Source: an optimization exercise on an open RTL-to-GDS flow (aim: small area, a short achievable clock period and few clock cycles per item). Production flows keep margins and buffers that such runs may drop.
At most, simulation tests tie the RTL to the original design; equivalence was not proved.
The flow treats the clock pin as an ideal source. Dropping or thinning the clock tree relies on that and would not hold on a real chip.
No activity file was given, so power comes from the tool's default toggle rates.

==> flow/design.v <==
`timescale 1 ns / 1 ns
module gaussian_stream
(
	input        clk,
	input        reset,
	input        on_switch,
	input  [7:0] input_fifo,
	input        input_fifo_valid,
	output       input_fifo_ready,
	output [7:0] output_fifo,
	output       output_fifo_valid,
	input        output_fifo_ready
);
localparam integer SLOTS = 6;      
reg        rdy;
reg  [7:0] in_reg;
reg        sh;            
wire       take = input_fifo_valid & rdy & ~reset;
always @(posedge clk) begin
	in_reg <= input_fifo;
	sh <= take;
end
reg [511:0] ring0, ring1, ring2, ring3;
reg  [31:0] ev;           
wire [7:0] out0 = ring0[511:504];
wire [7:0] out1 = ring1[511:504];
wire [7:0] out2 = ring2[511:504];
wire [7:0] out3 = ring3[511:504];
always @(posedge clk) begin
	ring0 <= {ring0[503:0], sh ? in_reg : out0};
	ring1 <= {ring1[503:0], sh ? out0 : out1};
	ring2 <= {ring2[503:0], sh ? out1 : out2};
	ring3 <= {ring3[503:0], sh ? out2 : out3};
	if (sh) ev <= {ev[23:0], out3};
end
function [7:0] win;
	input integer m, n;
	reg [511:0] r;
	begin
		if (n == 4) begin
			case (m)
			4: win = in_reg;
			3: win = out0;
			2: win = out1;
			1: win = out2;
			default: win = out3;
			endcase
		end else begin
			case (m)
			4: r = ring0;
			3: r = ring1;
			2: r = ring2;
			default: r = ring3;
			endcase
			if (m == 0) win = ev[8*(3-n) +: 8];
			else win = r[8*(3-n) +: 8];
		end
	end
endfunction
wire [7:0] ctr_1 = ring2[8*2 +: 8];
wire [7:0] ctr_3 = ring2[8*4 +: 8];
reg [10:0] pos;
reg        primed;
reg  [5:0] lead;
wire [5:0] px = pos[5:0];
wire [4:0] py = pos[10:6];
wire border = ~on_switch | (px < 6'd2) | (px > 6'd61) | (py < 5'd2) | (py > 5'd29);
always @(posedge clk) begin
	if (reset) begin
		pos <= 11'd1918;       
		primed <= 1'b0;
		lead <= 6'd1;
	end else begin
		lead <= sh ? lead : lead + 6'd1;
		if (sh) begin
			pos <= pos + 11'd1;
			if (pos == 11'd2047) primed <= 1'b1;
		end
	end
end
reg        v1, b1;
reg  [9:0] c1, c3a, c3b, c4, c8, c10;
always @(posedge clk) begin
	v1 <= ~reset & sh & primed;
	b1 <= border;
	c1  <= win(0, 0) + win(0, 4) + win(4, 0) + win(4, 4);
	c3a <= win(0, 1) + win(0, 3) + win(1, 0) + win(3, 0);
	c3b <= win(4, 1) + win(4, 3) + win(1, 4) + win(3, 4);
	c4  <= win(0, 2) + win(2, 0) + win(4, 2) + win(2, 4);
	c8  <= win(1, 1) + win(1, 3) + win(3, 1) + win(3, 3);
	c10 <= win(1, 2) + win(2, 1) + win(3, 2) + win(2, 3);
end
reg        v2, b2;
reg [10:0] sa;            
reg [11:0] sb, sd;        
reg [10:0] se;            
wire [11:0] a_sum = c1 + c3a + c3b;
always @(posedge clk) begin
	v2 <= ~reset & v1;
	b2 <= b1;
	sa <= a_sum[11:1];
	sb <= c3a + c3b + {c4, 1'b0};
	sd <= c8 + c10 + ctr_1;
	se <= c10 + {ctr_1, 1'b0};
end
wire [13:0] ta = {3'b000, sa};
wire [13:0] tb = {2'b00, sb};
wire [13:0] tc = {3'b000, se};
wire [13:0] td = {sd, 2'b00};
wire [13:0] x1 = ta ^ tb ^ tc;
wire [13:0] y1 = {(ta[12:0] & tb[12:0]) | (ta[12:0] & tc[12:0]) | (tb[12:0] & tc[12:0]), 1'b0};
wire [13:0] x2 = x1 ^ y1 ^ td;
wire [13:0] y2 = {(x1[12:0] & y1[12:0]) | (x1[12:0] & td[12:0]) | (y1[12:0] & td[12:0]), 1'b0};
wire  [6:0] low = x2[5:0] + y2[5:0];
reg        v3, b3;
reg  [7:0] hx, hy;
reg        hc;
always @(posedge clk) begin
	v3 <= ~reset & v2;
	b3 <= b2;
	hx <= x2[13:6];
	hy <= y2[13:6];
	hc <= low[6];
end
wire [7:0] h = hx + hy + {7'd0, hc};
wire [7:0] res = b3 ? ctr_3 : h;
reg        ovalid;
reg  [7:0] odata;
reg  [7:0] mem [0:SLOTS-1];
reg  [2:0] wp, rp;
reg  [2:0] cnt;
reg  [2:0] occ;
wire       push = v3;
wire       pop = ovalid & output_fifo_ready;
wire [2:0] wp1 = (wp == SLOTS - 1) ? 3'd0 : wp + 3'd1;
wire [2:0] rp1 = (rp == SLOTS - 1) ? 3'd0 : rp + 3'd1;
wire [7:0] head0 = mem[rp];
wire [7:0] head1 = mem[rp1];
wire       empty0 = cnt == 3'd0;
wire       empty1 = cnt == 3'd1;
wire       left_empty = empty0 | (empty1 & pop);    
wire       drop = sh & ~primed;                     
wire [2:0] occ_b = occ - {2'b00, drop};
wire       room_p = occ_b < SLOTS - 1;
wire       room_0 = occ_b < SLOTS;
wire       eq0 = lead == {5'd0, sh};
wire       eq1 = lead == {5'd0, sh} + 6'd1;
always @(posedge clk) begin
	if (push) mem[wp] <= res;
	odata <= left_empty ? res : pop ? head1 : head0;
	if (reset) begin
		ovalid <= 1'b0;
		wp <= 3'd0;
		rp <= 3'd0;
		cnt <= 3'd0;
		occ <= 3'd0;
		rdy <= 1'b1;
	end else begin
		ovalid <= push | ~left_empty;
		if (push) wp <= wp1;
		if (pop) rp <= rp1;
		cnt <= pop ? (push ? cnt : cnt - 3'd1) : (push ? cnt + 3'd1 : cnt);
		occ <= take ? (pop ? occ_b : occ_b + 3'd1) : (pop ? occ_b - 3'd1 : occ_b);
		rdy <= take ? (eq1 & (pop ? room_0 : room_p)) : (eq0 & (pop | room_0));
	end
end
assign input_fifo_ready = rdy;
assign output_fifo = odata;
assign output_fifo_valid = ovalid;
endmodule
export LEC_CHECK = 0
export CAP_MARGIN = 20
export CORE_MARGIN = 2
export CORE_UTILIZATION = 60
export CTS_CLUSTER_DIAMETER = 80
export CTS_CLUSTER_SIZE = 30
export PLACE_DENSITY = 0.7
export SLEW_MARGIN = 20
create_clock -name core_clock -period 10.0 [get_ports {clk}]
standard.sh (not shown) runs the stock make flow with config.mk's settings and CLKGATE_MAP_FILE= SYNTH_SCRIPT=/design/flow/synth_recipe.tcl, a recipe that flattens the netlist after the stock synthesis.
==> flow/flow/run.sh <==
#!/bin/bash
set -euo pipefail
here=$(pwd)
bash standard.sh SETUP_SLACK_MARGIN=7.2 \
  "CTS_ARGS=-sink_clustering_enable -repair_clock_nets -sink_clustering_size 30 -sink_clustering_max_diameter 80 -dont_use_dummy_load" \
  POST_CTS_TCL="$here/flow/clktop.tcl" finish > standard_flow.log 2>&1
Other scripts of this flow, unchanged in this note and not shown: flow/flow/clktop.tcl
Testbench counts at the start, summed over its fixed seeds: cycles 49,192, items 49,152.
Then changed:
--- a/flow/design.v
+++ b/flow/design.v
@@ -10,9 +10,9 @@
 	output [7:0] output_fifo,
 	output       output_fifo_valid,
 	input        output_fifo_ready
 );
-localparam integer SLOTS = 6;      
+localparam integer SLOTS = 5;      
 reg        rdy;
 reg  [7:0] in_reg;
 reg        sh;            
 wire       take = input_fifo_valid & rdy & ~reset;
@@ -57,9 +57,9 @@
 		end
 	end
 endfunction
 wire [7:0] ctr_1 = ring2[8*2 +: 8];
-wire [7:0] ctr_3 = ring2[8*4 +: 8];
+wire [7:0] ctr_2 = ring2[8*3 +: 8];
 reg [10:0] pos;
 reg        primed;
 reg  [5:0] lead;
 wire [5:0] px = pos[5:0];
@@ -90,48 +90,26 @@
 	c8  <= win(1, 1) + win(1, 3) + win(3, 1) + win(3, 3);
 	c10 <= win(1, 2) + win(2, 1) + win(3, 2) + win(2, 3);
 end
 reg        v2, b2;
-reg [10:0] sa;            
-reg [11:0] sb, sd;        
-reg [10:0] se;            
-wire [11:0] a_sum = c1 + c3a + c3b;
+reg [12:0] w1, w2;
+reg [11:0] w3;
 always @(posedge clk) begin
 	v2 <= ~reset & v1;
 	b2 <= b1;
-	sa <= a_sum[11:1];
-	sb <= c3a + c3b + {c4, 1'b0};
-	sd <= c8 + c10 + ctr_1;
-	se <= c10 + {ctr_1, 1'b0};
+	w1 <= c1 + c3a + c3b + {c4, 2'b00};
+	w2 <= c3a + c3b + {c8, 2'b00} + c10;
+	w3 <= {c10, 1'b0} + {ctr_1, 1'b0} + ctr_1;
 end
-wire [13:0] ta = {3'b000, sa};
-wire [13:0] tb = {2'b00, sb};
-wire [13:0] tc = {3'b000, se};
-wire [13:0] td = {sd, 2'b00};
-wire [13:0] x1 = ta ^ tb ^ tc;
-wire [13:0] y1 = {(ta[12:0] & tb[12:0]) | (ta[12:0] & tc[12:0]) | (tb[12:0] & tc[12:0]), 1'b0};
-wire [13:0] x2 = x1 ^ y1 ^ td;
-wire [13:0] y2 = {(x1[12:0] & y1[12:0]) | (x1[12:0] & td[12:0]) | (y1[12:0] & td[12:0]), 1'b0};
-wire  [6:0] low = x2[5:0] + y2[5:0];
-reg        v3, b3;
-reg  [7:0] hx, hy;
-reg        hc;
-always @(posedge clk) begin
-	v3 <= ~reset & v2;
-	b3 <= b2;
-	hx <= x2[13:6];
-	hy <= y2[13:6];
-	hc <= low[6];
-end
-wire [7:0] h = hx + hy + {7'd0, hc};
-wire [7:0] res = b3 ? ctr_3 : h;
+wire [14:0] s = w1 + {w2, 1'b0} + {w3, 2'b00};
+wire  [7:0] res = b2 ? ctr_2 : s[14:7];
 reg        ovalid;
 reg  [7:0] odata;
 reg  [7:0] mem [0:SLOTS-1];
 reg  [2:0] wp, rp;
 reg  [2:0] cnt;
 reg  [2:0] occ;
-wire       push = v3;
+wire       push = v2;
 wire       pop = ovalid & output_fifo_ready;
 wire [2:0] wp1 = (wp == SLOTS - 1) ? 3'd0 : wp + 3'd1;
 wire [2:0] rp1 = (rp == SLOTS - 1) ? 3'd0 : rp + 3'd1;
 wire [7:0] head0 = mem[rp];
The new run produced a clean layout.
Worst setup slack is worse by 0.29 ns.
Hold slack improves by 0.014 ns.
Design area shrinks by about 0.7%.
Maximum frequency goes down by about 9%.
Power grows by about 5%.
Die area goes down by 1.8%.
Cell count went down by about 0.7%.
Via count went down by about 0.9%.
Global-route usage came out higher by 0.47 points.
Area after synthesis went down by about 1.9%.
Clock skew grows by 0.025 ns.
Sequential power is about the same.
Utilization is higher by 0.73 points.
Routed wire length grows by about 0.4%.
Only the layout flow was run in the second run of this note; the RTL was not checked for function there.

-- re-timing with driven ports --
How much do the figures lean on ideal ports? The routed layouts below were timed once more, with nothing changed but the port constraints.
Step 1: set_driving_cell puts a clkbuf_16 on clk and a buf_2 on each other input, an assumption about the parent block.
Step 2 moves the port delays by t, midway between the first and last clock arrival at a register: inputs arrive t later, outputs are due t later. That takes back most of the time a late clock gives input paths.
a / b / c = no drivers / after step 1 / after step 2; a / b = the first two.
| run | t (ns) | slack for setup (ns) | pins driven straight from the clock port |
|---|---|---|---|
| the first run | 0.637 | 7.056 / 6.918 / 6.777 | 4 |
| the second run | 0.645 | 6.763 / 6.763 / 6.682 | 4 |
After both steps setup and hold are still met in every run listed. For the first run, which loses most, drivers alone change the setup slack by -0.138 ns; drivers and shift together by -0.279 ns.
